From an optimization exercise on the open Yosys and OpenROAD flow, aimed at small area and a short achievable clock period; shortcuts taken in it are not production practice. In this exercise RTL edits were held to simulation tests only and were not proved equivalent to the original. No activity file was given, so power comes from the tool's default toggle rates.

==> design.v <==
module DMemory_IO(
     output logic [15:0] rdata,   
     output logic [6:0] io_display,  
     input logic clock,   
     input logic [15:0] addr,    
     input logic [15:0] wdata,   
     input logic write,   
     input logic read,    
     input logic io_sw0,  
     input logic io_sw1   
     );
reg [15:0] memcell[0:127];  
always_comb
	begin
	if (read == 0) rdata = 0;
	else  
		begin
		if (addr >= 0 && addr < 256)
               rdata = memcell[addr[7:1]];
		else if (addr == 16'hfff0)
               rdata = {14'd0,io_sw1,io_sw0};
		else rdata = 0;  
		end
	end
always_ff @(posedge clock)
	if (write == 1 && addr == 16'hfffa)
         io_display <= wdata[6:0];
always_ff @(posedge clock)
     if (write == 1 && addr>= 0 && addr < 256)
          memcell[addr[7:1]] <= wdata;
endmodule
module RegFile(
     output logic [15:0] rdata1,   
     output logic [15:0] rdata2,   
     input logic clock,
     input logic [15:0] wdata,    
     input logic [2:0] waddr,    
     input logic [2:0] raddr1,   
     input logic [2:0] raddr2,   
     input logic write     
     );
reg [15:0] regcell[0:7];
always_ff @(posedge clock)
     if (write==1) regcell[waddr]<=wdata;
always_comb
     begin
     if (raddr1 == 7) 	rdata1 = 0;
     else rdata1 = regcell[raddr1];
     end
always_comb
     begin
     if (raddr2 == 7) 	rdata2 = 0;
     else rdata2 = regcell[raddr2];
     end
endmodule
module ALU(
     output logic [15:0] result,  
     output logic zero_result,  
     input logic [15:0] indata0,      
     input logic [15:0] indata1,      
     input logic [2:0] select        
     );
always_comb
	case(select)
	0: result = indata0 + indata1;
	1: result = indata0 - indata1;
	2: result = indata0;
	3: result = indata0 | indata1;
	4: result = indata0 & indata1;
	default: result = 0;
	endcase
always_comb  
	if (result == 0) 	zero_result = 1;
	else 			  	zero_result = 0;
endmodule
module MUX2(
     output logic [15:0] result,
     input logic [15:0] indata0,
     input logic [15:0] indata1,
     input logic select
     );
always_comb
	case(select)
	0: result = indata0;
	1: result = indata1;
	endcase
endmodule
module MUX4(
     output logic [15:0] result,
     input logic [15:0] indata0,
     input logic [15:0] indata1,
     input logic [15:0] indata2,
     input logic [15:0] indata3,
     input logic [1:0] select
     );
always_comb
	case(select)
	0: result = indata0;
	1: result = indata1;
	2: result = indata2;
	3: result = indata3;
	endcase
endmodule
module Control(
     output logic reg2loc,
     output logic uncondbranch,
     output logic branch,
     output logic memread,
     output logic memtoreg,
     output logic [2:0] alu_select,
     output logic memwrite,
     output logic alusrc,
     output logic regwrite,
     input logic [3:0] opcode
     );
always_comb
	case(opcode)
	0:			 
		begin
		reg2loc = 0;    
		branch = 0;     
    uncondbranch = 0;
		memread = 0;    
		memtoreg = 0;   
		alu_select = 0;  
		memwrite = 0;   
		alusrc = 0;     
		regwrite = 1;   
		end
	5:			 
		begin
		reg2loc = 0;    
		branch = 0;     
    uncondbranch = 0;
		memread = 1;    
		memtoreg = 1;   
		alu_select = 0;  
		memwrite = 0;   
		alusrc = 1;     
		regwrite = 1;   
		end
	6:			 
		begin
		reg2loc = 1;    
		branch = 0;     
    uncondbranch = 0;
		memread = 0;    
		memtoreg = 0;   
		alu_select = 0;  
		memwrite = 1;   
		alusrc = 1;     
		regwrite = 0;   
		end
	7:			 
		begin
		reg2loc = 1;    
		branch = 1;     
    uncondbranch = 0;
		memread = 0;    
		memtoreg = 0;   
		alu_select = 2;  
		memwrite = 0;   
		alusrc = 0;     
		regwrite = 0;   
		end
	8:			 
		begin
		reg2loc = 0;    
		branch = 0;     
    uncondbranch = 0;
		memread = 0;    
		memtoreg = 0;   
		alu_select = 0;  
		memwrite = 0;   
		alusrc = 1;     
		regwrite = 1;   
		end
	9:			 
		begin
		reg2loc = 0;    
		branch = 0;     
    uncondbranch = 0;
		memread = 0;    
		memtoreg = 0;   
		alu_select = 4;  
		memwrite = 0;   
		alusrc = 1;     
		regwrite = 1;   
		end
  default:
		begin
		reg2loc = 0;
		uncondbranch = 0;
		branch = 0;
		memread = 0;
		memtoreg = 0;
		alu_select = 0;
		memwrite = 0;
		alusrc = 0;
		regwrite = 0;
		end
	endcase
endmodule
module PCLogic(
     output logic [15:0] pc,   
     input logic clock,  
     input logic [15:0] signext,	 
     input logic uncondbranch,
     input logic branch,
     input logic alu_zero,
     input logic reset
     );
always_ff @(posedge clock)
	begin
	if (reset==1) pc <= 0;
  else if (branch == 1 && alu_zero == 1) pc <= pc + (signext << 1);
  else if(uncondbranch == 1) pc <= pc + (signext << 1);
	else pc <= pc+2;  
	end
endmodule
module LEGLiteSingle(
	iaddr,		 
	daddr,		 
	dwrite,		 
	dread,		 
	dwdata,		 
	alu_out,	 
	clock,
	idata,		 
	ddata,		 
	reset
	);
output [15:0] iaddr;
output [15:0] daddr;
output dwrite;
output dread;
output [15:0] dwdata;
output [15:0] alu_out;
input clock;
input [15:0] idata;  
input [15:0] ddata;
input reset;
wire reg2loc;
wire memread;
wire memtoreg;
wire[2:0] alu_select;
wire memwrite;
wire alusrc;
wire[15:0] pcout;  
wire[15:0] signext;
wire[15:0] alumuxout;
wire[15:0] iaddr;   
wire[15:0] readreg2;
wire[15:0] rdata1;
wire[15:0] rdata2;
wire[15:0] wdata;
wire[2:0] waddr;
assign alu_out = daddr;
assign dwdata = rdata2;
assign dwrite = memwrite;
assign dread = memread;
assign signext = {{10{idata[11]}}, idata[11:6]};
Control control(
	reg2loc,
	uncondbranch,
	branch,
	memread,
	memtoreg,
	alu_select,
	memwrite,
	alusrc,
	regwrite,
	{idata[15:12]}
	);
MUX2 regfilemux(
	readreg2,
	{{13'b0},idata [11:9]},
	{{13'b0},idata [2:0]},
	reg2loc
	);
RegFile regfile(
	rdata1,
	rdata2,
	clock,
	wdata,
	{idata[2:0]},
	{idata[5:3]},
	readreg2[2:0],
	regwrite
	);
MUX2 alumux(
	alumuxout,
	rdata2,
	signext,
	alusrc
	);
MUX2 datamux(
	wdata,
	daddr,
	ddata,
	memtoreg
	);
ALU alu(
	daddr,
	zero_result,
	rdata1,
	alumuxout,
	alu_select
	);
PCLogic PC(
	iaddr,
	clock,
	signext,
	uncondbranch,
	branch,
	zero_result,
	reset
	);
endmodule
module LEGLiteComputer(
	output logic [15:0] iaddr,       
	output logic [15:0] alu_out,     
	output logic [6:0]  io_display,  
	input  logic        clock,
	input  logic [15:0] idata,       
	input  logic        io_sw0,      
	input  logic        io_sw1,
	input  logic        reset
	);
wire [15:0] daddr;
wire [15:0] dwdata;
wire [15:0] drdata;
wire dwrite;
wire dread;
LEGLiteSingle cpu(
	iaddr,
	daddr,
	dwrite,
	dread,
	dwdata,
	alu_out,
	clock,
	idata,
	drdata,
	reset
	);
DMemory_IO DMemoryIO_Circ(
	drdata,
	io_display,
	clock,
	daddr,
	dwdata,
	dwrite,
	dread,
	io_sw0,
	io_sw1
	);
endmodule
==> run.sh <==
#!/bin/bash
# synth_recipe.tcl (not shown) runs the flow's synth.tcl, then flattens the netlist and writes it again
# the make line also repeats each setting of config.mk as NAME=value (left out here)
make -C /OpenROAD-flow-scripts/flow DESIGN_CONFIG=/design/flow/config.mk WORK_HOME=/design/flow/orfs CLKGATE_MAP_FILE= SYNTH_SCRIPT=/design/flow/synth_recipe.tcl finish
==> config.mk <==
export PLATFORM = sky130hd
export DESIGN_NAME = LEGLiteComputer
export DESIGN_NICKNAME = LEGLiteComputer
export VERILOG_FILES = /design/flow/design.v
export SDC_FILE = /design/flow/constraint.sdc
export NUM_CORES = 4
export LEC_CHECK = 0
export CAP_MARGIN = 20
export CORE_MARGIN = 2
export CORE_UTILIZATION = 40
export SLEW_MARGIN = 20
==> constraint.sdc <==
create_clock -name core_clock -period 12.5 [get_ports {clock}]
set_input_delay 2.5000 -clock core_clock [delete_from_list [all_inputs] [get_ports {clock}]]
set_output_delay 2.5000 -clock core_clock [all_outputs]
set_load 0.01 [all_outputs]
==> notes.md, run 1 <==
The root buffer cell chosen for the clock tree is sky130_fd_sc_hd__clkbuf_16. During synthesis, Yosys emitted a total of 10 warnings. The synthesized-area fraction occupied by adder cells came out at 0.500%. During placement, the flow inserted port buffers numbering 57.

Once the floorplan was initialized, standard cells occupied 40.3% of the core. Setup violations remaining at the end of the flow were counted as 0. The final routed wire length divided by cell count is 34.8 um.

The worst-path maximum fanout came out at 20. The post-synthesis sequential area ratio came out at 74.8%. STA classifies the critical path startpoint as a primary input. The hold buffer count at cts came out at 0.

Clock latency on the worst-skew pair, taken at its later pin, is 0.89 ns. The clock skew is 0.0497 ns. The distinct cell type count after synthesis came out at 110.

The placed instance count is 8829. The first TritonRoute pass finished after 8 iterations. After detailed routing, the number of remaining DRC violations is 0.

The number of gates resized after CTS was 0. The cell area after synthesis is 0.0876 sq mm. Data arrives at the worst endpoint at 9.36 ns. Entering global routing, the biggest net connects 98 pins.

Among all flip-flop cells after synthesis, the most frequent one is sky130_fd_sc_hd__edfxtp_1. The final-report hold violation count was 0. The total detailed-routing wirelength is 322000 um. The synthesized netlist net count is 6024. The weighted congestion reported at the end of routability-driven placement is 0.977. In this run the standard cell core region covers 0.217 sq mm. Summing the areas of all xor and xnor instances in the mapped netlist gives 0.373% of the synthesized area. For the finished layout, the period the worst path requires is 11.86 ns. The synthesis-stage register bit count came out at 2186.

The clock slew seen by the registers of the worst setup and hold paths is 0.06 ns. The gate count after technology mapping came out at 5971. The number of global-route vias before repair was 54400.

The H-tree generated during clock tree synthesis spans 4 levels. The post-route worst hold slack came out at 0.599 ns. The number of max-slew violations in the final report came out at 0. After synthesis, the largest family of logic cells by area is compound AO/OA/AOI/OAI gates. The horizontal die dimension is 472 um.

In the synthesized netlist, mux cells make up 3.00% of the area. Summed over all failing endpoints, the final setup total negative slack is 0 ns. The number of clock sinks came out at 2186. Global routing finished with a remaining overflow of 0. The synthesized area per cell is 14.7 sq um.

The final layout contains 6249 nets. Once layout is complete, the utilization of the core stands at 46.1%. At the worst endpoint, the required time is 10.00 ns.

The final instance area is 0.100 sq mm. The period utilization came out at 94.9%. The buffer count from post-CTS setup fixing came out at 0. The post-placement setup slack is 0.623 ns.

The completed layout was analyzed and its total power is 24.3 mW. The HPWL after detailed placement is 196000 um. The proportion of synthesized flip-flops having asynchronous set or reset came out at 0%.

Once placement finished, the instance area stood at 0.0932 sq mm. Setup repair after global routing left no endpoint under its margin. In this run, the number of DRC markers left after iteration 0 of detailed routing was 9513. In the routed layout, each cell is associated on average with a via count of 6.34. The worst setup path is captured at a primary output. The post-route antenna net violation count came out at 0. From bottom edge to top edge, the die measures 472 um.

The initial antenna violation count is 15. The fraction of final layout cells with drive strength greater than 1 is 13.9%. The area growth from synthesis to layout is 14.3%. The slew at the pin closest to its max-slew limit is 1.43 ns.

The total CTS buffers is 217. The simple-gate share of the synthesized area is 8.98%. The total leakage power is 32.4 nW. The flow ran to the end and the layout has no timing, DRC or antenna violations. In the layout the commonest cells are sky130_fd_sc_hd__edfxtp_1 (2171), sky130_fd_sc_hd__nand2_1 (644), sky130_fd_sc_hd__nor2_1 (504). The number of non-filler instances in the completed layout is 9246. In this run the power density over the cells is 243 mW/mm^2.

Once routing completed, OpenROAD measured the worst setup slack at 0.638 ns. The overall via count from detail_route is 58600. Measured against its own limit, the worst slew margin works out to 3.35%. The maximum clock insertion buffer count came out at 3. Max-cap violations in this run came to 0.

The worst-case vdd ir drop is 355 uV. Leaving out fill and tap cells, the most frequent cell in the layout is sky130_fd_sc_hd__edfxtp_1. The worst hold path class is register to register. TritonCTS built the clock tree. The first-pass GRT wire length is 444000 um.

The full die area is 0.223 sq mm. The maximum clock rate is 84.3 MHz. The worst setup path is of the primary input to primary output kind. Pin placement for this block handled 59 I/O pins. Summing the areas of all compound-gate instances in the mapped netlist gives 10.1% of the synthesized area. The standard-cell row count came out at 171. Yosys mapped a number of flops with a built-in enable equal to 2171.

The total routing usage reported by global routing came out at 28.3%.
-- report_power, final --
group	switching (mW)	internal [mW]
Clock	2.85	3.56
Sequential	0.00791	8.32
Combinational	7.27	2.32
Total	10.1	14.2
-- logic make-up (layout without fill, tap and decap cells) --
| logic type | count (synthesis) | in the layout |
|---|---|---|
| AOI/OAI and AO/OA | 1311 | 1311 |
| xor gates and xnor gates | 34 | 34 |
| adders and majority gates | 34 | 34 |
| buffers and inverters | 422 | 834 |
| DFF | 2186 | 2186 |
| muxes | 227 | 227 |
| other | 1 | 10 |
| and+or+nand+nor | 1756 | 1756 |
-- flip-flops by register name, indices dropped and copies added, names as in the netlist --
name and flops:
DMemoryIO_Circ.memcell 2048, cpu.regfile.regcell 116, cpu.PC.pc 15, DMemoryIO_Circ.io_display 7
-- final timing paths --
path / slack, ns / from / depth (start not counted) / endpoint
setup / recovery: 0.64 / idata[15] / 28 / alu_out[15]
hold / removal: 0.60 / cpu.PC.pc[1] / 2 / cpu.PC.pc[1]
hold reg to reg: 0.60 / cpu.PC.pc[1] / 2 / cpu.PC.pc[1]
setup reg to reg: 4.20 / cpu.regfile.regcell[0][1] / 20 / cpu.regfile.regcell[1][1]
-- final cells by class --
class                      count  area [sq um]
fill                       18900        117000
sequential                  2186         65500
multi-input combinational   3363         20700
clock buffer                 269          5690
tap                         2854          3570
timing repair buffer         385          3320
clock inverter               137          1190
inverter                      43           194
antenna                        9          22.5
-- cell usage after synthesis (12+ instances only) --
cell	number	area (sq um)
sky130_fd_sc_hd__a31oi_1	49	307
sky130_fd_sc_hd__nor2b_1	12	75.1
sky130_fd_sc_hd__o32ai_1	28	245
sky130_fd_sc_hd__nand3_1	191	956
sky130_fd_sc_hd__o211ai_1	56	420
sky130_fd_sc_hd__mux2i_1	154	1540
sky130_fd_sc_hd__a32o_1	13	130
sky130_fd_sc_hd__and3_1	31	194
sky130_fd_sc_hd__mux2_2	47	529
sky130_fd_sc_hd__mux4_2	23	518
sky130_fd_sc_hd__nand4_1	17	106
sky130_fd_sc_hd__xor2_1	12	105
sky130_fd_sc_hd__o221ai_1	45	394
sky130_fd_sc_hd__a32oi_1	16	140
sky130_fd_sc_hd__clkbuf_1	133	499
sky130_fd_sc_hd__a21oi_1	205	1030
sky130_fd_sc_hd__a22oi_1	61	458
sky130_fd_sc_hd__a221oi_1	39	342
sky130_fd_sc_hd__dfxtp_1	15	300
sky130_fd_sc_hd__edfxtp_1	2171	65200
sky130_fd_sc_hd__nor4_1	45	282
sky130_fd_sc_hd__buf_6	15	169
sky130_fd_sc_hd__buf_2	160	801
sky130_fd_sc_hd__buf_4	22	165
sky130_fd_sc_hd__inv_1	37	139
sky130_fd_sc_hd__buf_1	48	180
sky130_fd_sc_hd__or3_1	13	81.3
sky130_fd_sc_hd__o21ai_0	154	771
sky130_fd_sc_hd__o22a_1	20	175
sky130_fd_sc_hd__ha_1	31	388
sky130_fd_sc_hd__a211oi_1	56	420
sky130_fd_sc_hd__nor3_1	91	455
sky130_fd_sc_hd__xnor2_1	20	175
sky130_fd_sc_hd__nor2_1	523	1960
sky130_fd_sc_hd__nor2_2	78	488
sky130_fd_sc_hd__nand2_1	658	2470
sky130_fd_sc_hd__o22ai_1	386	2410
sky130_fd_sc_hd__o31ai_1	16	120
sky130_fd_sc_hd__a2bb2oi_1	12	105
sky130_fd_sc_hd__nand2b_1	24	150
-- metal layers --
metal	GRT usage [%]	vias up	share of wire, %
met2	42.3	4165	44
met5	0	-	0.013
met1	37.5	29900	37
met3	7.87	752	12
met4	14.8	8	6.0
li1	-	23800	-
-- worst max-delay path, stage by stage --
cell	delay (ns)
sky130_fd_sc_hd__clkdlybuf4s50_1	0.54
sky130_fd_sc_hd__and3b_1	0.66
sky130_fd_sc_hd__buf_4	0.28
sky130_fd_sc_hd__o21ai_2	0.07
sky130_fd_sc_hd__buf_4	0.26
sky130_fd_sc_hd__a211oi_1	0.30
sky130_fd_sc_hd__a21oi_1	0.12
sky130_fd_sc_hd__and2_4	0.20
sky130_fd_sc_hd__mux2i_1	0.29
sky130_fd_sc_hd__ha_1	0.22
sky130_fd_sc_hd__inv_1	0.06
sky130_fd_sc_hd__nor3_1	0.28
sky130_fd_sc_hd__and2_1	0.24
sky130_fd_sc_hd__nand2_1	0.08
sky130_fd_sc_hd__xor2_1	0.16
sky130_fd_sc_hd__a21oi_1	0.19
sky130_fd_sc_hd__ha_1	0.26
sky130_fd_sc_hd__o21a_1	0.11
sky130_fd_sc_hd__o21a_1	0.20
sky130_fd_sc_hd__nand2b_1	0.18
sky130_fd_sc_hd__a31oi_1	0.31
sky130_fd_sc_hd__a21oi_1	0.17
sky130_fd_sc_hd__nor2_1	0.11
sky130_fd_sc_hd__o21ai_0	0.10
sky130_fd_sc_hd__xnor3_1	0.48
sky130_fd_sc_hd__nand2b_1	0.20
sky130_fd_sc_hd__nand2_1	0.18
sky130_fd_sc_hd__clkdlybuf4s50_1	0.58
==> run 2, diff against run 1 <==
==> design.v (replaced) <==
module LEGLiteComputer(
	output logic [15:0] iaddr,       
	output logic [15:0] alu_out,     
	output logic [6:0]  io_display,  
	input  logic        clock,
	input  logic [15:0] idata,       
	input  logic        io_sw0,      
	input  logic        io_sw1,
	input  logic        reset
	);
wire [3:0]  op  = idata[15:12];
wire [2:0]  rm  = idata[11:9];
wire [2:0]  rn  = idata[5:3];
wire [2:0]  rd  = idata[2:0];
wire [15:0] imm = {{10{idata[11]}}, idata[11:6]};
wire is_ld   = (op == 4'd5);
wire is_st   = (op == 4'd6);
wire is_cbz  = (op == 4'd7);
wire is_addi = (op == 4'd8);
wire is_andi = (op == 4'd9);
wire use_imm = is_ld | is_st | is_addi | is_andi;
wire regwr   = (op == 4'd0) | is_ld | is_addi | is_andi;
logic [15:0] regs [0:6];
wire [15:0] ra = (rn == 3'd7) ? 16'd0 : regs[rn];
wire [15:0] rb = (rm == 3'd7) ? 16'd0 : regs[rm];
wire [15:0] rt = (rd == 3'd7) ? 16'd0 : regs[rd];
wire [15:0] opb = is_cbz ? 16'd0 : (use_imm ? imm : rb);
wire [15:0] sum = ra + opb;
wire [15:0] alu = is_andi ? (ra & imm) : sum;
assign alu_out = alu;
logic [15:1] pc;
wire         take = is_cbz & (ra == 16'd0);
wire [15:1]  pc_inc = pc + 15'd1;
wire [15:1]  pc_br  = pc + imm[14:0];
always_ff @(posedge clock)
	if (reset) pc <= 15'd0;
	else       pc <= take ? pc_br : pc_inc;
assign iaddr = {pc, 1'b0};
logic [15:0] mem [0:127];
logic [6:0]  disp;
wire in_range = (alu[15:8] == 8'd0);
wire [6:0] widx = alu[7:1];
wire is_sw   = (alu == 16'hfff0);
wire is_disp = (alu == 16'hfffa);
always_ff @(posedge clock)
	if (is_st & in_range) mem[widx] <= rt;
always_ff @(posedge clock)
	if (is_st & is_disp) disp <= rt[6:0];
assign io_display = disp;
wire [15:0] ld_data = in_range ? mem[widx] : (is_sw ? {14'd0, io_sw1, io_sw0} : 16'd0);
wire [15:0] wdata = is_ld ? ld_data : alu;
always_ff @(posedge clock)
	if (regwr && rd != 3'd7) regs[rd] <= wdata;
endmodule
==> run 2 against run 1 <==
Still clean; hold slack improved by 0.042 ns; fmax increased by 16%; die area decreased by 4.2%; area after synthesis down 4.3%.
==> notes.md, run 2 <==
In this run the most critical hold path is launched from pc[1]. The core area is 0.209 sq mm (-3.9%). The total routing usage reported by global routing came out at 26.5% (-1.8 points).

The total leakage power came out at 30.6 nW (-5.3%). The maximum clock rate came to 98.0 MHz (+16%). Leaving out fill and tap cells, the most frequent cell in the layout is sky130_fd_sc_hd__edfxtp_1.

The hold buffer count at cts was 0 (unchanged). The final total power is 18.8 mW (-23%). The cell area after placement came out at 0.0897 sq mm (-3.7%). The design internal power came out at 12.8 mW (-10%). The sequential group share of total power came out at 43.8% (+9.6 points).

The cell count of the worst reg-to-reg path came to 19 (-5.0%). The worst-case vdd ir drop is 145 uV (-59%). The standard-cell row count is 168 (-1.8%).

The proportion of synthesized flip-flops having asynchronous set or reset came out at 0% (unchanged). The routed via count divided by cell count is 6.26 (-1.3%). The total power per unit cell area was 194 mW/mm^2 (-20%). The synthesized netlist net count is 5271 (-13%). The final net count is 5558 (-11%). The critical path arrival came to 7.71 ns (-1.65 ns). The number of H-tree levels came out at 4 (unchanged).

The count of flip-flops with a built-in enable after synthesis came out at 2167 (-0.18%). The destination of the worst hold path is pc[1]. The top-level I/O count is 59 (unchanged). The first-pass GRT wire length is 398000 um (-10%). The cell area after synthesis is 0.0839 sq mm (-4.3%). The number of maximum-capacitance violations is 0 (unchanged). The capturing point of the worst reg2reg path is regs[6][11].

The HPWL after detailed placement came out at 175000 um (-11%). The clock skew is 0.0667 ns (+0.0170 ns). The type of the worst setup path is primary input to primary output. The full die area was 0.213 sq mm (-4.2%). The number of clock sinks is 2182 (-0.18%).

The weighted congestion reported at the end of routability-driven placement came out at 1.05 (+7.2%). The total net switching power is 5.99 mW (-41%). The worst setup path is captured at a primary output. The number of buffers and inverters on the critical path is 4 (-1). The period utilization is 81.7% (-13 points). The startpoint identified for the worst register-to-register timing path is regs[0][1].

In the post-synthesis netlist, the cell with the most instances is sky130_fd_sc_hd__edfxtp_1. The setup-violating endpoint count in the final report came out at 0 (unchanged). The sum of overflow across all layers after global routing came out at 0 (unchanged).

The distinct cell type count after synthesis is 92 (-16%). The worst slew slack as a fraction of its limit came out at 12.7% (+9.4 points). The Yosys warning count was 1 (-9). The run finished with no timing, DRC or antenna violations. The maximum number of pins on one net before global-route repair is 110 (+12%). The net switching share of the total power came out at 32.0% (-9.7 points). The synthesis-stage register bit count is 2182 (-0.18%). The effective utilization at floorplan came out at 40.1% (-0.16 points). The root buffer cell chosen for the clock tree is sky130_fd_sc_hd__clkbuf_16. The clock slew seen by the registers of the worst setup and hold paths was 0.06 ns (about the same). The number of max-slew violations in the final report was 0 (unchanged). For this run, the leading register cell type out of synthesis is sky130_fd_sc_hd__edfxtp_1. The category of the worst setup path launch point is a primary input. Among the stages of the critical path, the cell type that occurs most often is sky130_fd_sc_hd__clkdlybuf4s50_1. The worst hold path class is register to register. The total detailed-routing wirelength is 286000 um (-11%).

The largest stage delay on the critical path came out at 0.93 ns (+0.27 ns). In the layout the commonest cells are sky130_fd_sc_hd__edfxtp_1 (2167), sky130_fd_sc_hd__o22ai_1 (529), sky130_fd_sc_hd__nor2_1 (524). The setup slack of the most critical reg-to-reg path came out at 4.54 ns (+0.34 ns). The buffer count from post-CTS setup fixing came out at 0 (unchanged). The kind of cell with the highest combined delay along the critical path is buffers and inverters. The total CTS buffers is 217 (unchanged).

The number of instances on the worst hold path is 2 (unchanged). The final instance area came out at 0.0966 sq mm (-3.5%). The horizontal die dimension came out at 462 um (-2.1%). The detailed-router iteration count before antenna repair is 8 (unchanged). The area share of the largest cell type after synthesis is 77.6% (+3.2 points).

The slowest stage of the critical path belongs to the cell sky130_fd_sc_hd__clkdlybuf4s50_1. The maximum clock insertion buffer count came out at 3 (unchanged). The initial antenna violation count is 24 (+9). The slew at the pin closest to its max-slew limit is 1.31 ns (-0.125 ns). The worst-path maximum fanout is 12 (-40%). Yosys attributes the largest share of cell area to sky130_fd_sc_hd__edfxtp_1 (78%), sky130_fd_sc_hd__o22ai_1 (3.9%), sky130_fd_sc_hd__nor2_1 (2.4%).

The shortest clock period the worst path allows after layout came to 10.21 ns (-1.65 ns). From synthesis to final layout, the design area changed by 15.2%. The violation count after the first detailed-route iteration is 7822 (-18%). The count of instances resized after the clock tree is built is 0 (unchanged). The total number of cells along the worst setup path is 15 (-46%).

The gate count after technology mapping is 5220 (-13%). The post-route antenna net violation count is 0 (unchanged). The final-report hold violation count came out at 0 (unchanged). The worst path setup slack after routing came out at 2.29 ns (+1.65 ns). The final routed wire length divided by cell count came out at 33.6 um (-3.5%).

The required time at the worst-slack endpoint is 10.00 ns (about the same). The total negative slack is 0 ns (unchanged). The total of fill cells in the finished design came out at 18000 (-4.7%). The synthesized design spends more area on one cell type than any other, namely sky130_fd_sc_hd__edfxtp_1.

The CTS tree is done. The remaining design rule violation count is 0 (unchanged). The clock latency at the later pin of the worst-skew pair came out at 0.91 ns (+0.02 ns). The flip-flop count of the largest register, all copies and words added came out at 2048 (unchanged).

The post-synthesis sequential area ratio is 77.9% (+3.2 points). The proportion of power drawn by combinational gates was 22.7% (-17 points). The post-placement setup slack is 1.71 ns (+1.09 ns). The commonest cells after synthesis are sky130_fd_sc_hd__edfxtp_1 (2167), sky130_fd_sc_hd__nor2_1 (544), sky130_fd_sc_hd__o22ai_1 (529). The overall via count from detail_route came to 53300 (-9.1%). Traced cell by cell, the critical path runs through clkdlybuf4s50_1 -> buf_4 -> mux4_2 -> nor2_1 -> a21oi_1 -> ha_1 -> inv_1 -> fa_1 -> nor2b_1 -> o31a_1 -> o22ai_1 -> a31oi_1 -> nor3_1 -> o32ai_1 -> clkdlybuf4s50_1. The number of buffer cells added on primary ports is 57 (unchanged). The synthesized area per cell came out at 16.1 sq um (+9.5%). The fraction of final layout cells with drive strength greater than 1 is 13.9% (about the same). The share of power burned in the clock network came out at 33.5% (+7.1 points). The number of global-route vias before repair was 50300 (-7.6%). The die span in y came out at 462 um (-2.1%).

Setup repair after global routing left no endpoint under its margin.
run 2: worst max path at each step:
stage                  end     start  slack [ns]
4_1_cts        alu_out[12]  idata[3]        2.33
2_1_floorplan   mem[0][15]  idata[2]        2.53
6_report       alu_out[12]  idata[3]        2.29
5_1_grt        alu_out[12]  idata[3]        2.02
3_5_place_dp   regs[3][11]  idata[3]        1.71
3_3_place_gp   regs[0][11]  idata[3]        1.22
run 2: routing by layer:
layer | GRT usage, % | part of all wire (%) | up-vias
met4 | 13.4 | 5.8 | 10
li1 | - | - | 21800
met1 | 35.3 | 38 | 27200
met3 | 7.49 | 12 | 667
met5 | 0.0226 | 0.025 | -
met2 | 39.6 | 44 | 3585
run 2: cells by family (layout without fill, tap and decap cells):
family	Yosys count	in the layout	synth area share, %
adders and majority gates	31	31	0.480
muxes	118	118	1.95
and+or+nand+nor	1107	1107	6.08
DFF	2182	2182	77.9
buffers and inverters	379	851	2.00
other	1	15	0.00447
AOI/OAI and AO/OA	1385	1385	11.4
xor gates and xnor gates	17	17	0.177
run 2: power by group through the flow:
stage	logic (mW)	clock network [mW]	registers [mW]
2_1_floorplan	1.95	0	8.42
3_3_place_gp	4.05	0	8.36
3_5_place_dp	4.07	0	8.36
4_1_cts	4.09	6.34	8.21
5_1_grt	4.31	6.63	8.20
6_report	4.26	6.29	8.21
run 2: final cells by class:
cell class	instances	area (sq um)	area share, %
repair buffers	390	3350	3.46
inverters	57	214	0.221
well taps	2805	3510	3.63
diodes	14	35.0	0.0363
clock buffers	264	5630	5.82
multi-input cells	2659	17300	17.9
clock inverters	140	1220	1.26
flip-flops and latches	2182	65400	67.7
run 2: through the flow:
stage	hold slack, ns	util (%)	std cells
floorplan	0.629	-	5220
global placement	0.579	42.9	8089
detailed placement	0.638	42.9	8091
CTS	0.651	46.2	8495
global route	0.684	46.2	8501
finish	0.640	46.2	8511
run 2: worst min-delay path: stages, from the launching register on:
cell and delay [ns]:
sky130_fd_sc_hd__dfxtp_1 0.34, sky130_fd_sc_hd__ha_1 0.14, sky130_fd_sc_hd__nor2b_1 0.12
==> run 3, diff against run 2 <==
--- a/config.mk
+++ b/config.mk
@@ -8,4 +8,8 @@
 export CAP_MARGIN = 20
 export CORE_MARGIN = 2
 export CORE_UTILIZATION = 40
+export CTS_BUF_LIST = sky130_fd_sc_hd__clkbuf_4 sky130_fd_sc_hd__clkbuf_8
+export CTS_CLUSTER_DIAMETER = 45
+export CTS_CLUSTER_SIZE = 20
+export SETUP_SLACK_MARGIN = 5
 export SLEW_MARGIN = 20
==> run 3 against run 2 <==
Still clean; die area did not move; synthesized cell count did not move; sequential power barely moved; final area rose by 1.2%; total power fell by 3.3%; critical path type unchanged; critical endpoint is now alu_out[15]; largest cell class unchanged; largest power group unchanged.
==> notes.md, run 3 <==
The run finished with no timing, DRC or antenna violations. The number of non-filler instances in the completed layout came to 8651 (+1.6%). The final standard cell utilization of the core is 46.8% (+0.55 points).

The horizontal die dimension is 462 um (unchanged). The area growth from synthesis to layout came out at 16.6%. The total routing usage reported by global routing is 26.9% (+0.40 points). The period utilization came out at 64.7% (-17 points). The setup-violating endpoint count in the final report is 0 (unchanged).

The post-route antenna net violation count came out at 0 (unchanged). In the layout the commonest cells are sky130_fd_sc_hd__edfxtp_1 (2167), sky130_fd_sc_hd__o22ai_1 (522), sky130_fd_sc_hd__nor2_1 (488). The maximum clock rate came out at 124 MHz (+26%).

The proportion of power drawn by combinational gates is 25.8% (+3.1 points). Setup repair after global routing could not meet its margin everywhere. The share of power burned in the clock network is 29.0% (-4.5 points). The number of maximum-capacitance violations came out at 0 (unchanged). The overall via count from detail_route came out at 54400 (+2.2%). The total negative slack came out at 0 ns (unchanged). Of all cell types, the one taking the most synthesized area is sky130_fd_sc_hd__edfxtp_1. The critical path arrival came out at 5.59 ns (-2.12 ns). The count of flip-flops with a built-in enable after synthesis came out at 2167 (unchanged).

The library cell used most frequently in the layout, excluding fill and tap cells, is sky130_fd_sc_hd__edfxtp_1. The area share of the largest cell type after synthesis came out at 77.6% (unchanged). The CTS tree is done.

The HPWL after detailed placement is 181000 um (+3.4%). The total detailed-routing wirelength came out at 293000 um (+2.5%). The sequential group share of total power is 45.2% (+1.4 points). The post-synthesis sequential area ratio came out at 77.9% (unchanged). The number of H-tree levels came out at 4 (unchanged). The root buffer cell chosen for the clock tree is sky130_fd_sc_hd__clkbuf_8. The core area is 0.209 sq mm (unchanged). The number of instances on the worst hold path is 2 (unchanged). The number of clock sinks came out at 2182 (unchanged). The post-placement setup slack was 1.81 ns (+0.0946 ns). The total power per unit cell area came out at 185 mW/mm^2 (-4.5%). The distinct cell type count after synthesis is 92 (unchanged). The cell area after synthesis came out at 0.0839 sq mm (unchanged). The required time at the worst-slack endpoint came out at 10.00 ns (about the same). The proportion of synthesized flip-flops having asynchronous set or reset is 0% (unchanged). The worst slew slack as a fraction of its limit came out at 19.4% (+6.6 points).

The worst path setup slack after routing came to 4.41 ns (+2.12 ns). The number of buffer cells added on primary ports is 57 (unchanged). The violation count after the first detailed-route iteration came out at 8541 (+9.2%).

The slew at the pin closest to its max-slew limit is 1.20 ns (-0.106 ns). The standard-cell row count is 168 (unchanged). The worst-case vdd ir drop is 132 uV (-8.8%).

The Yosys warning count came out at 1 (unchanged). By area the synthesized netlist is led by sky130_fd_sc_hd__edfxtp_1 (78%), sky130_fd_sc_hd__o22ai_1 (3.9%), sky130_fd_sc_hd__nor2_1 (2.4%). The total CTS buffers is 221 (+1.8%). The clock slew seen by the registers of the worst setup and hold paths came out at 0.07 ns (about the same). The final instance area is 0.0978 sq mm (+1.2%). The net switching share of the total power came out at 34.8% (+2.8 points). The most common cell in the synthesized netlist is sky130_fd_sc_hd__edfxtp_1. The clock skew is 0.0868 ns (+0.0202 ns). The fraction of final layout cells with drive strength greater than 1 came to 21.1% (+7.2 points). The worst setup path is launched from a primary input.

The clock latency at the later pin of the worst-skew pair was 1.09 ns (+0.18 ns). The worst-path maximum fanout came to 5 (-7). The placed instance count came out at 8088 (-0.037%). The tightest min-delay check is of the register to register type.

The number of global-route vias before repair came out at 51000 (+1.4%). Sorting the synthesized cells by how often they occur yields sky130_fd_sc_hd__edfxtp_1 (2167), sky130_fd_sc_hd__nor2_1 (544), sky130_fd_sc_hd__o22ai_1 (529). The remaining design rule violation count came out at 0 (unchanged).

The initial antenna violation count came out at 23 (-4.2%). The worst hold path begins at pc[1]. The effective utilization at floorplan is 40.1% (unchanged).

The detailed-router iteration count before antenna repair was 6 (-2). The synthesis-stage register bit count is 2182 (unchanged). The sum of overflow across all layers after global routing was 0 (unchanged). The flip-flop count of the largest register, all copies and words added was 2048 (unchanged). The weighted congestion reported at the end of routability-driven placement came out at 1.02 (-2.3%). The total leakage power came to 31.0 nW (+1.1%). The shortest clock period the worst path allows after layout came out at 8.09 ns (-2.12 ns). The gate count after technology mapping is 5220 (unchanged). The final routed wire length divided by cell count is 33.9 um (+0.85%). The synthesized netlist net count is 5271 (unchanged). The cell area after placement is 0.0896 sq mm (about the same). The setup path with the least slack is of type primary input to primary output. The routed via count divided by cell count is 6.29 (+0.51%). The leading register cell type out of synthesis is sky130_fd_sc_hd__edfxtp_1. The critical path startpoint is idata[14].

The final-report hold violation count was 0 (unchanged). The maximum number of pins on one net before global-route repair came out at 93 (-15%). The top-level I/O count came out at 59 (unchanged). The critical path capture point type is a primary output. The full die area came out at 0.213 sq mm (unchanged). The synthesized area per cell was 16.1 sq um (unchanged). The maximum clock insertion buffer count is 3 (unchanged). The cell count of the worst reg-to-reg path came out at 18 (-1). The number of max-slew violations in the final report is 0 (unchanged). The total net switching power is 6.30 mW (+5.2%). The final net count was 5690 (+2.4%). The startpoint of the worst-slack reg-to-reg timing path is regs[2][1]. The die span in y is 462 um (unchanged). The first-pass GRT wire length is 403000 um (+1.4%). The design internal power is 11.8 mW (-7.3%).
run 3: changes by cell type in the layout (fill, tap and decap cells not counted), sizes merged, moves of 4 or more:
cell	change
clkbuf	-34
clkinvlp	+15
inv	+72
buf	+139
clkdlybuf4s50	-22
clkinv	-46
diode	-4
bufinv	+9
run 3: layer usage:
layer | up-vias | part of all wire [%] | GRT usage [%]
li1 | 22100 | - | -
met1 | 27800 | 37 | 36.1
met2 | 3842 | 44 | 39.6
met3 | 708 | 13 | 7.46
met4 | 10 | 6.1 | 14.5
met5 | - | 0.033 | 0
run 3: power by group through the flow:
| stage | sequential [mW] | combinational (mW) | clock (mW) |
|---|---|---|---|
| after detailed placement | 8.36 | 4.03 | 0 |
| after global placement | 8.36 | 4.00 | 0 |
| after CTS | 8.20 | 4.32 | 5.30 |
| after global routing | 8.20 | 4.71 | 5.57 |
| final | 8.20 | 4.67 | 5.26 |
| after floorplan | 8.39 | 1.95 | 0 |
run 3: worst paths after layout:
check | end | slack [ns]
setup / recovery | alu_out[15] | 4.41
hold / removal | pc[1] | 0.62
setup reg to reg | regs[6][0] | 6.21
hold reg to reg | pc[1] | 0.62
run 3: critical path, stage by stage:
cell,delay (ns)
sky130_fd_sc_hd__buf_8,0.10
sky130_fd_sc_hd__nor2b_4,0.12
sky130_fd_sc_hd__and3b_2,0.22
sky130_fd_sc_hd__nor2_4,0.25
sky130_fd_sc_hd__buf_8,0.16
sky130_fd_sc_hd__nand2_2,0.04
sky130_fd_sc_hd__nor2_1,0.10
sky130_fd_sc_hd__a21oi_1,0.05
sky130_fd_sc_hd__nor2_1,0.16
sky130_fd_sc_hd__ha_1,0.28
sky130_fd_sc_hd__and3_4,0.17
sky130_fd_sc_hd__a22oi_2,0.21
sky130_fd_sc_hd__buf_6,0.15
sky130_fd_sc_hd__a211o_4,0.19
sky130_fd_sc_hd__nand3_4,0.09
sky130_fd_sc_hd__and3_4,0.17
sky130_fd_sc_hd__nor3_4,0.17
sky130_fd_sc_hd__mux2_4,0.33
sky130_fd_sc_hd__buf_6,0.12
run 3: cell families after synthesis:
group	count (synthesis)	share of synthesized area [%]
buffers and inverters	379	2.00
and+or+nand+nor	1107	6.08
DFF	2182	77.9
xor gates and xnor gates	17	0.177
AOI/OAI and AO/OA	1385	11.4
muxes	118	1.95
adders and majority gates	31	0.480
other	1	0.00447
run 3: cell type report:
class / instances / area (sq um)
diodes: 10 / 25.0
clock buffers: 230 / 3110
clock inverters: 190 / 2230
fillers: 17800 / 111000
inverters: 57 / 278
multi-input cells: 2666 / 18500
flip-flops and latches: 2182 / 65400
well taps: 2805 / 3510
repair buffers: 511 / 4720
run 3: per-stage QoR:
step	total power, mW	hold slack (ns)
6_report	18.1	0.623
5_1_grt	18.5	0.654
4_1_cts	17.8	0.620
3_5_place_dp	12.4	0.604
3_3_place_gp	12.4	0.577
2_1_floorplan	10.3	0.629
run 3: what timing repair did:
item,4_1_cts,5_1_grt
gates resized for setup,335,129
pin swaps,55,47
endpoints found under the setup margin,2183,515
hold buffers,0,0
setup buffers,77,42
gates cloned,7,4

## re-timing with driven ports
The results above use ideal ports. As a check the final layouts listed here were re-extracted and re-timed, cells and wires unchanged. Step 1: set_driving_cell puts a clkbuf_16 on clock and a buf_2 on each other input, an assumption about the parent block. Step 2, shift: input delay + t, output delay - t, t = (earliest + latest rising clock arrival at the registers) / 2. This alone moves slack from input paths to output paths. Three values: no drivers, after step 1, after step 2; two values: the first two.
run	t (ns)	setup slack, ns	worst hold slack (ns)	worst setup path at the end	pins driven straight from the clock port
run 1	0.968	0.638 / 0.605 / 0.484	0.599 / 0.599 / 0.599	input to register	1
run 2	0.964	2.291 / 2.260 / 1.456	0.640 / 0.640 / 0.640	input to register	1
run 3	1.123	4.410 / 4.266 / 3.717	0.623 / 0.623 / 0.623	input to register	1
After both steps setup and hold are still met in every run listed. For run 2, which loses most, drivers alone change the setup slack by -0.031 ns; drivers and shift together by -0.835 ns.
